From an optimization exercise on the open Yosys and OpenROAD flow, aimed at small area and a short achievable clock period; shortcuts taken in it are not production practice.
No run shown here included a check of the RTL's function; only the layout flow was run.

==> flow/design.v (outline; a module is shown in full before it is edited, if it fits) <==
// module pe: 1118 lines
// module systolic_array: 61 lines
module systolic_array #(
    parameter M           = 5,
    parameter N           = 3,
    parameter K           = 4,
    parameter DATA_WIDTH  = 32
) (
    input clk,
    input rst_n,
    input [DATA_WIDTH*M-1:0] X,
    input [DATA_WIDTH*K-1:0] W,
    output reg [DATA_WIDTH*M*K-1:0] Y,
    output done
);
  // ...
==> flow/run.sh <==
#!/bin/bash
# synth_recipe.tcl (not shown) runs the flow's synth.tcl, then flattens the netlist and writes it again
# the make line also repeats each setting of config.mk as NAME=value (left out here)
make -C /OpenROAD-flow-scripts/flow DESIGN_CONFIG=/design/flow/config.mk WORK_HOME=/design/flow/orfs CLKGATE_MAP_FILE= SYNTH_SCRIPT=/design/flow/synth_recipe.tcl finish
==> flow/config.mk <==
export PLATFORM = sky130hd
export DESIGN_NAME = systolic_array
export DESIGN_NICKNAME = systolic_array
export VERILOG_FILES = /design/flow/design.v
export SDC_FILE = /design/flow/constraint.sdc
export NUM_CORES = 8
export LEC_CHECK = 0
export ABC_CLOCK_PERIOD_IN_PS = 3000
export CAP_MARGIN = 20
export CORE_MARGIN = 2
export CORE_UTILIZATION = 40
export SETUP_SLACK_MARGIN = 5
export SLEW_MARGIN = 20
==> flow/constraint.sdc <==
create_clock -name core_clock -period 8.5 [get_ports {clk}]
set_input_delay 1.7000 -clock core_clock [delete_from_list [all_inputs] [get_ports {clk}]]
set_output_delay 1.7000 -clock core_clock [all_outputs]
set_load 0.01 [all_outputs]
==> impl_results.md, run 1 <==
* Status: finished clean
* GR Layer Usage met1 at 0.371
* Core Util, Final at 0.513
* Synth Warn # at 4
* IO Pins at 931
* CORE AREA at 330,000 µm²
* Cts repair resizes at about 2,100
* Critical Path Source: cnt[0]
* Buffering overhead at 0.128
* CP delay by family, top: compound AO/OA/AOI/OAI gates
* Post-place setup slack at 2.41 ns
* Largest class: multi-input gates
* Post-DP Area at 145,000 µm²
* Met3 usage at 0.0750
* Syn Inst Count at 13,700
* Diode count at 14
* Peak Freq at between 150 and 200 MHz
* Via count at 110,000
* Tot GR Track Use at 0.284
* Seq/total area at 0.299
* Clock Latency Late Sink at 0.98 ns
* Fraction of area in multi-input gates at 0.464
==> inputs of run 2 (changes only) <==
--- a/flow/config.mk
+++ b/flow/config.mk
@@ -5,9 +5,7 @@
 export SDC_FILE = /design/flow/constraint.sdc
 export NUM_CORES = 8
 export LEC_CHECK = 0
-export ABC_CLOCK_PERIOD_IN_PS = 3000
 export CAP_MARGIN = 20
 export CORE_MARGIN = 2
 export CORE_UTILIZATION = 40
-export SETUP_SLACK_MARGIN = 5
 export SLEW_MARGIN = 20
==> impl_results.md, run 2 <==
* Status: finished clean
* Most common cell on crit path: inv_1
* CTS tree: built
* Largest register FFs at 640
* Final Critical Period at 6.18 ns
* DRT Pass-1 Iters at 7
* Nets at 15,600
* Final Hold Vio Count at 0
* Starting Density at 0.401
* CTS Root Cell: clkbuf_16
* Critical path arrival at 6.86 ns
* Syn Std Cell Area at about 130,000 µm²
* Sequential area share after synthesis at 0.379
* Routed WL at around 430,000 µm
* Cts repair resizes at 0 (-100%)
* CTS Hold Bufs at 0
* Most frequent cells in the layout: nor2_1 (1,791), dfxtp_1 (1,493), inv_1 (1,258)
* Largest stage delay on the critical path at 0.53 ns
* Remaining antenna violation count after routing at 0
* Via count at 103,000 (-6.2%)
* Post-synthesis net count at 15,400
* Number of vias per cell at 5.60
* Row count at 211
* Global-route wire length before repair at 646,000 µm
* Sink Count at 2,185
* Top_reg_cell synth: dfxtp_1
* Ys async rst share at 0.00229
* Number of remaining DRC errors at 0
* Largest regs: Y (640), wq (320)
* Worst path buffer plus inverter count at 5
* Peak Freq at 162 MHz (-12%)
* Hpwl dp at 303,000 µm
* Clock tree buffer depth at 4
* Die area at 335,000 µm²
* CP delay by family, top: compound AO/OA/AOI/OAI gates
* Top reg by flops: Y
* Vias in the first global route at 98,200
* Area Overhead vs Synth at 15.6%
* Gpl congestion at ~0.89
* TritonCTS Buffers at 230
* Critical Path RT at 9.18 ns
* Post-CTS Setup Bufs at 0
* H-tree levels at 4
* Syn_area_per_cell at roughly 9.7 µm²
* Area leader, netlist: dfxtp_1
* Critical path launch point type: flip-flop
* WL per Instance at 23.6 µm
* Clock Latency Late Sink at 0.97 ns (about the same)
* Max-slew violation count at 0
* Final period util at 0.727
* Fin Clk Skew at between 0.08 and 0.09 ns
* Crit-path max FO at 100
* Fillers at 30,800
* Worst min-delay path category: flip-flop to flip-flop
* Pin count of the biggest net entering global routing at approximately 120
* Most frequent cell after synthesis: nor2_1
* Initial antenna violation count at 45
* RSZ-0062 raised after global routing: false
* Tot GR Track Use at 0.253 (-0.0305)
* Chip Height at about 580 µm
* Clock Pin Slew Worst Setup and Hold Paths at 0.07 ns
* DRT iter0 DRCs at 11,800
* Synth unique cells at 85
* Setup slack, reg-to-reg at 2.32 ns
* #FFs+latches synth at 2,185
* Post-synth EDFFs at 640
* Worst path cell trace: inv_1, ha_1, inv_1, o21ai_0, o21ai_4, buf_12, and2_1, fa_1, inv_1, fa_1, inv_1, ha_1, o21a_1, o21ai_1, a21bo_2, nor4_1, o211ai_1, a21oi_2, a211o_1, a31o_1, a21oi_2, xnor2_1
* Worst path slowest cell: fa_1
* CORE AREA at 330,000 µm² (unchanged)
* Layout cell share with drive strength beyond 1 at 0.0783
* Overflow after GRT at 0
* Die width at just under 600 µm
* Synth top cells by count: nor2_1 (1,823), dfxtp_1 (1,540), inv_1 (1,265)
* Actual slew at the worst max-slew pin at around 1.1 ns
* TNS Setup at 0 ns
* Maxcap violations at 0
* Top cell type's share of synthesized area at 0.233
* Number of port buffers at 930
* Synth Warn # at 4 (unchanged)
* Relative slew slack at 0.289
* Syn Inst Count at 13,700 (unchanged)
* Crit. End Element: flip-flop
* IO Pins at 931 (unchanged)
* Final setup vio count at 0
* Commonest non-fill, non-tap cell in the layout: nor2_1
* WS Path Type: flip-flop to flip-flop
* Ranking of synthesized cells by area: dfxtp_1 (23%), fa_1 (17%), edfxtp_1 (15%)
==> run 2: changes by cell type in the layout (fill, tap and decap cells not counted), sizes merged, moves of 2 or more <==
cell           before   now
clkinv             77    62
buf               896   317
dlymetal6s2s       13     0
dlygate4sd2       623     0
clkbuf            327   320
diode              14    12
inv              1278  1295
bufinv             31    21
clkinvlp           19    15
clkdlybuf4s50     294   930
bufbuf             38     0
==> run 2: cell type report <==
cell class                      count  area, µm²  share of cell area
Tap cell                         4366       5460              0.0357
Antenna cell                       12       30.0            0.000196
Sequential cell                  2185      50300               0.329
Inverter                         1280       4820              0.0315
Clock buffer                      320       6560              0.0429
Multi-Input combinational cell   8877      72400               0.474
Clock inverter                    113       1390             0.00910
Timing Repair Buffer             1247      11900              0.0780
==> run 2: path summary, 6_finish.rpt <==
path	endpoint	startpoint	cells past startpoint
max	Y[189]	cnt[0]	22
min	wq[5][24]	wq[6][24]	0
max in group asynchronous	cnt[1]	rst_n	1
min in group asynchronous	done_q	rst_n	1
min reg2reg	wq[5][24]	wq[6][24]	0
max reg2reg	Y[189]	cnt[0]	22
==> run 2: per-stage QoR <==
| step | instance area [µm²] | std cells | util | setup WS [ns] | hold slack [ns] |
|---|---|---|---|---|---|
| 6_report | 153000 | 18400 | 0.464 | 2.32 | 0.259 |
| 4_1_cts | 153000 | 18400 | 0.464 | 2.34 | 0.266 |
| 2_1_floorplan | 132000 | 13700 | - | 1.05 | 0.310 |
| 3_5_place_dp | 145000 | 18000 | 0.439 | 2.35 | 0.312 |
| 5_1_grt | 153000 | 18400 | 0.464 | 1.94 | 0.283 |
| 3_3_place_gp | 145000 | 18000 | 0.439 | 2.52 | 0.310 |
==> run 2: kinds of logic after synthesis <==
group,synth area share
compound gates,0.182
simple gates,0.0906
buf+inv,0.0749
flops,0.379
fa+ha+maj,0.206
xor+xnor,0.0451
mux,0.0222
==> run 2: worst register-to-register path, stage by stage (launching register included) <==
cell,delay [ns]
dfrtp_1,0.41
inv_1,0.13
ha_1,0.16
inv_1,0.11
o21ai_0,0.30
o21ai_4,0.09
buf_12,0.18
and2_1,0.66
fa_1,0.47
inv_1,0.05
fa_1,0.53
inv_1,0.04
ha_1,0.34
o21a_1,0.14
o21ai_1,0.07
a21bo_2,0.23
nor4_1,0.53
o211ai_1,0.20
a21oi_2,0.43
a211o_1,0.29
a31o_1,0.18
a21oi_2,0.06
xnor2_1,0.36
==> run 2: layer usage <==
layer,track usage,share of wire,vias to the layer above
met1,0.334,0.40,49900
met4,0.105,0.044,64
met3,0.0595,0.097,1039
met2,0.399,0.45,5102
li1,-,-,46900
met5,0,0.00097,-
==> module systolic_array, before the edit <==
module systolic_array #(
    parameter M           = 5,
    parameter N           = 3,
    parameter K           = 4,
    parameter DATA_WIDTH  = 32
) (
    input clk,
    input rst_n,
    input [DATA_WIDTH*M-1:0] X,
    input [DATA_WIDTH*K-1:0] W,
    output reg [DATA_WIDTH*M*K-1:0] Y,
    output done
);
reg [3:0] cnt;
reg done_q;
always @(posedge clk or negedge rst_n) begin
    if (!rst_n) begin
        cnt <= 4'd0;
        done_q <= 1'b0;
    end else begin
        if (cnt != 4'd15) cnt <= cnt + 4'd1;
        if (cnt == 4'd13) done_q <= 1'b1;
    end
end
assign done = done_q;
wire ld  = (cnt <= 4'd2);                        
wire clr = (cnt == 4'd2) | (cnt == 4'd5) | (cnt == 4'd8) | (cnt == 4'd11);
wire [3:0] wy;                                   
assign wy[0] = (cnt == 4'd4);
assign wy[1] = (cnt == 4'd7);
assign wy[2] = (cnt == 4'd10);
assign wy[3] = (cnt == 4'd13);
reg [31:0] wq [0:9];
integer p;
always @(posedge clk) begin
    for (p = 0; p < 9; p = p + 1) begin
        if (p % 3 == 0 && ld) wq[p] <= W[32*(p/3) +: 32];
        else wq[p] <= wq[p+1];
    end
    wq[9] <= W[96 +: 32];
end
genvar i;
generate
    for (i = 0; i < M; i = i + 1) begin : row
        reg [31:0] xr0, xr1, xr2;
        always @(posedge clk) begin
            xr0 <= ld ? X[32*i +: 32] : xr1;
            xr1 <= xr2;
            xr2 <= xr0;
        end
        wire [31:0] sum;
        pe u (.clk(clk), .x(xr0), .w(wq[0]), .clr(clr), .sum(sum));
        always @(posedge clk) begin
            if (wy[0]) Y[32*(4*i+0) +: 32] <= sum;
            if (wy[1]) Y[32*(4*i+1) +: 32] <= sum;
            if (wy[2]) Y[32*(4*i+2) +: 32] <= sum;
            if (wy[3]) Y[32*(4*i+3) +: 32] <= sum;
        end
    end
endgenerate
endmodule
==> inputs of run 3 (changes only) <==
--- a/flow/design.v
+++ b/flow/design.v
@@ -1141,13 +1141,23 @@
     end
 end
 assign done = done_q;
-wire ld  = (cnt <= 4'd2);                        
-wire clr = (cnt == 4'd2) | (cnt == 4'd5) | (cnt == 4'd8) | (cnt == 4'd11);
-wire [3:0] wy;                                   
-assign wy[0] = (cnt == 4'd4);
-assign wy[1] = (cnt == 4'd7);
-assign wy[2] = (cnt == 4'd10);
-assign wy[3] = (cnt == 4'd13);
+reg ld;          
+reg [M-1:0] clr;  
+reg [3:0] wy;    
+always @(posedge clk or negedge rst_n) begin
+    if (!rst_n) begin
+        ld <= 1'b1;
+        clr <= {M{1'b0}};
+        wy <= 4'd0;
+    end else begin
+        ld <= (cnt <= 4'd1);
+        clr <= {M{(cnt == 4'd1) | (cnt == 4'd4) | (cnt == 4'd7) | (cnt == 4'd10)}};
+        wy[0] <= (cnt == 4'd3);
+        wy[1] <= (cnt == 4'd6);
+        wy[2] <= (cnt == 4'd9);
+        wy[3] <= (cnt == 4'd12);
+    end
+end
 reg [31:0] wq [0:9];
 integer p;
 always @(posedge clk) begin
@@ -1167,7 +1177,7 @@
             xr2 <= xr0;
         end
         wire [31:0] sum;
-        pe u (.clk(clk), .x(xr0), .w(wq[0]), .clr(clr), .sum(sum));
+        pe u (.clk(clk), .x(xr0), .w(wq[0]), .clr(clr[i]), .sum(sum));
         always @(posedge clk) begin
             if (wy[0]) Y[32*(4*i+0) +: 32] <= sum;
             if (wy[1]) Y[32*(4*i+1) +: 32] <= sum;
==> impl_results.md, run 3 <==
* Status: finished clean
* CTS Hold Bufs at 0 (unchanged)
* Worst path buffer plus inverter count at 3 (-2)
* Tot GR Track Use at 0.255 (+0.00158)
* Most frequent cells in the layout: nor2_1 (1,774), dfxtp_1 (1,492), inv_1 (1,390)
* Largest regs: Y (640), wq (320)
* Post-synth EDFFs at 640 (unchanged)
* CORE AREA at 333,000 µm² (+0.96%)
* Actual slew at the worst max-slew pin at 1.12 ns (+0.0554 ns)
* Number of port buffers at 930 (unchanged)
* Chip Height at 582 µm (+0.48%)
* Critical Path RT at 9.13 ns (-0.05 ns)
* Pin count of the biggest net entering global routing at 141 (+19%)
* Syn Std Cell Area at 134,000 µm² (+0.97%)
* Post-synthesis net count at 15,600 (+1.3%)
* Sequential area share after synthesis at 0.377 (-0.00249)
* Placed Cells at 18,200 (+1.2%)
* Synth Warn # at 4 (unchanged)
* Synth Area in Compound Gates at 0.181 (-0.00117)
* Largest register FFs at 640 (unchanged)
* Cts repair resizes at 0 (unchanged)
* Post-Synth Simple-Gate Area at 0.0933 (+0.00267)
* DRT Pass-1 Iters at 6 (-1)
* Final std cells w/o fill at 18,600 (+1.2%)
* IO Pins at 931 (unchanged)
* Sink Count at 2,191 (+0.27%)
* Top_reg_cell synth: dfxtp_1
* Gpl congestion at 0.892 (+0.21%)
* Post-Synth XOR/XNOR Area at 0.0444 (-0.000694)
* TNS Setup at 0 ns (unchanged)
* Starting Density at 0.401 (about the same)
* Ys async rst share at 0.00502 (+0.00273)
* Die area at 339,000 µm² (+0.96%)
* Nets at 15,800 (+1.3%)
* Most frequent cell after synthesis: nor2_1
* Die width at 582 µm (+0.48%)
* Area Overhead vs Synth at 15.4%
* Global-route wire length before repair at 660,000 µm (+2.2%)
* Row count at 212 (+0.47%)
* WL per Instance at 23.8 µm (+0.70%)
* Maxcap violations at 0 (unchanged)
* Commonest non-fill, non-tap cell in the layout: nor2_1
* RSZ-0062 raised after global routing: false
* TritonCTS Buffers at 232 (+0.87%)
* Initial antenna violation count at 38 (-16%)
* H-tree levels at 4 (unchanged)
* Routed WL at 443,000 µm (+1.9%)
* Relative slew slack at 0.252 (-0.0370)
* Post-DP Area at 146,000 µm² (+0.84%)
* Clock Latency Late Sink at 0.99 ns (+0.02 ns)
* Clock Pin Slew Worst Setup and Hold Paths at 0.06 ns (about the same)
* DRT iter0 DRCs at 11,000 (-7.1%)
* Adder-Cell Fraction of Synth Area at 0.204 (-0.00195)
* Final period util at 0.711 (-0.0157)
* CTS Root Cell: clkbuf_16
* Peak Freq at 165 MHz (+2.2%)
* CTS tree: built
* Fillers at 31,300 (+1.5%)
* Number of remaining DRC errors at 0 (unchanged)
* Hpwl dp at 307,000 µm (+1.2%)
* Crit-path max FO at 54 (-46%)
* Syn Inst Count at 13,900 (+1.5%)
* Syn_area_per_cell at 9.61 µm² (-0.49%)
* Max-slew violation count at 0 (unchanged)
* Synth unique cells at 85 (unchanged)
* Via count at 104,000 (+1.4%)
* Crit. End Element: flip-flop
* Clock tree buffer depth at 4 (unchanged)
* Top reg by flops: Y
* Area leader, netlist: dfxtp_1
* Largest stage delay on the critical path at 0.77 ns (+0.24 ns)
* Ranking of synthesized cells by area: dfxtp_1 (23%), fa_1 (17%), edfxtp_1 (14%)
* #FFs+latches synth at 2,191 (+0.27%)
* Post-CTS Setup Bufs at 0 (unchanged)
* Multiplexer share of the synthesized area at 0.0227 (+0.000537)
* Largest family of logic cells by synthesized area: adder cells
* Critical path arrival at 6.67 ns (-0.19 ns)
* Layout cell share with drive strength beyond 1 at 0.0771 (-0.00120)
* Worst min-delay path category: flip-flop to flip-flop
* Cell area after layout at 154,000 µm² (+0.79%)
* CP delay by family, top: compound AO/OA/AOI/OAI gates
* Final Hold Vio Count at 0 (unchanged)
* Fin Clk Skew at 0.111 ns (+0.0225 ns)
* Worst path slowest cell: dfrtp_4
* Worst path cell trace: buf_4, nor2b_1, fa_1, inv_1, fa_1, inv_1, ha_1, nand3_1, nor2_1, nand2_1, a2111o_1, a31oi_1, a21oi_1, o21ai_1, a221oi_1, xnor2_1
* Final setup vio count at 0 (unchanged)
* WS Path Type: flip-flop to flip-flop
* Critical path launch point type: flip-flop
* Remaining antenna violation count after routing at 0 (unchanged)
* Vias in the first global route at 100,000 (+2.2%)
* Overflow after GRT at 0 (unchanged)
* Synth top cells by count: nor2_1 (1,804), dfxtp_1 (1,540), inv_1 (1,399)
* Final Critical Period at 6.04 ns (-0.133 ns)
* Top cell type's share of synthesized area at 0.231 (-0.00223)
* Number of vias per cell at 5.61 (+0.21%)
==> run 3: changes by cell type in the layout (fill, tap and decap cells not counted), sizes merged, moves of 9 or more <==
cell    delta
a21oi      +9
a31oi     +11
and2      -54
inv      +128
mux2i     +10
nand2     -79
nand2b    +92
nor2      -20
nor2b     +72
xnor2     -13
xor2       +9
==> run 3: final timing paths <==
| kind | from | cells after the start | end | slack (ns) |
|---|---|---|---|---|
| setup / recovery | clr[0] | 16 | Y[223] | 2.46 |
| hold / removal | row[1].xr2[23] | 0 | row[1].xr1[23] | 0.31 |
| setup reg to reg | clr[0] | 16 | Y[223] | 2.46 |
| hold reg to reg | row[1].xr2[23] | 0 | row[1].xr1[23] | 0.31 |
| max in group asynchronous | rst_n | 1 | wy[2] | 6.76 |
| min in group asynchronous | rst_n | 1 | done_q | 1.23 |
==> run 3: worst reg2reg max path, stage by stage (launching register included) <==
cell	delay [ns]
dfrtp_4	0.77
buf_4	0.70
nor2b_1	0.18
fa_1	0.50
inv_1	0.05
fa_1	0.52
inv_1	0.04
ha_1	0.39
nand3_1	0.14
nor2_1	0.17
nand2_1	0.09
a2111o_1	0.42
a31oi_1	0.57
a21oi_1	0.25
o21ai_1	0.38
a221oi_1	0.17
xnor2_1	0.45
==> run 3: per-stage QoR <==
step                      setup slack (ns)  hold WS (ns)  utilization
final                                 2.46         0.313        0.463
after global routing                  2.12         0.313        0.463
after CTS                             2.43         0.305        0.463
after detailed placement              2.46         0.312        0.439
after global placement                2.46         0.310        0.439
after floorplan                       4.18         0.310            -
==> run 3: cell type report <==
cell class | count | area [µm²] | share of cell area
multi-input combinational | 8936 | 73000 | 0.474
sequential | 2191 | 50500 | 0.328
timing repair buffer | 1243 | 11800 | 0.0768
clock buffer | 323 | 6690 | 0.0434
tap | 4387 | 5490 | 0.0356
inverter | 1412 | 5320 | 0.0345
clock inverter | 110 | 1280 | 0.00833
antenna | 12 | 30.0 | 0.000195
==> run 3: cell families (layout without fill, tap and decap cells) <==
kind of cell | Yosys count | in the layout
AO/OA/AOI/OAI | 3517 | 3517
XOR/XNOR | 678 | 678
adder cells (fa/ha/maj) | 1518 | 1518
buffers and inverters | 2775 | 3088
flip-flops | 2191 | 2191
multiplexers | 271 | 271
other | 0 | 12
AND/OR/NAND/NOR | 2952 | 2952
==> run 3: per-layer routing <==
layer	track usage	vias up	routed length, µm
met1	0.347	50600	185000
met3	0.0581	1054	43600
li1	-	47400	-
met5	0	-	277
met4	0.104	42	19600
met2	0.390	5361	194000

==> port drivers added, routing unchanged <==
The flow's constraints put no driver on any port. The routed layouts listed below were extracted and timed again, unchanged, in two steps.
Step 1 (the two cells are an assumption about what drives the block):
set clk [get_ports {clk}]
set_driving_cell -lib_cell sky130_fd_sc_hd__clkbuf_16 $clk
set_driving_cell -lib_cell sky130_fd_sc_hd__buf_2 [delete_from_list [all_inputs] $clk]
Step 2 times the ports against the registers' clock, not the clock port: input delays grow and output delays shrink by t, the midpoint of the rising clock arrivals with the driver on.
Three values: no drivers, after step 1, after step 2; two values: the first two.
| run | t (ns) | slack for setup (ns) | clock arrival spread, ns |
|---|---|---|---|
| run 1 | 1.034 | 3.035 / 3.035 / 3.035 | 0.098 / 0.098 |
| run 2 | 1.037 | 2.322 / 2.322 / 2.322 | 0.094 / 0.094 |
| run 3 | 1.022 | 2.455 / 2.455 / 2.455 | 0.112 / 0.112 |
After both steps setup and hold are still met in every run listed.
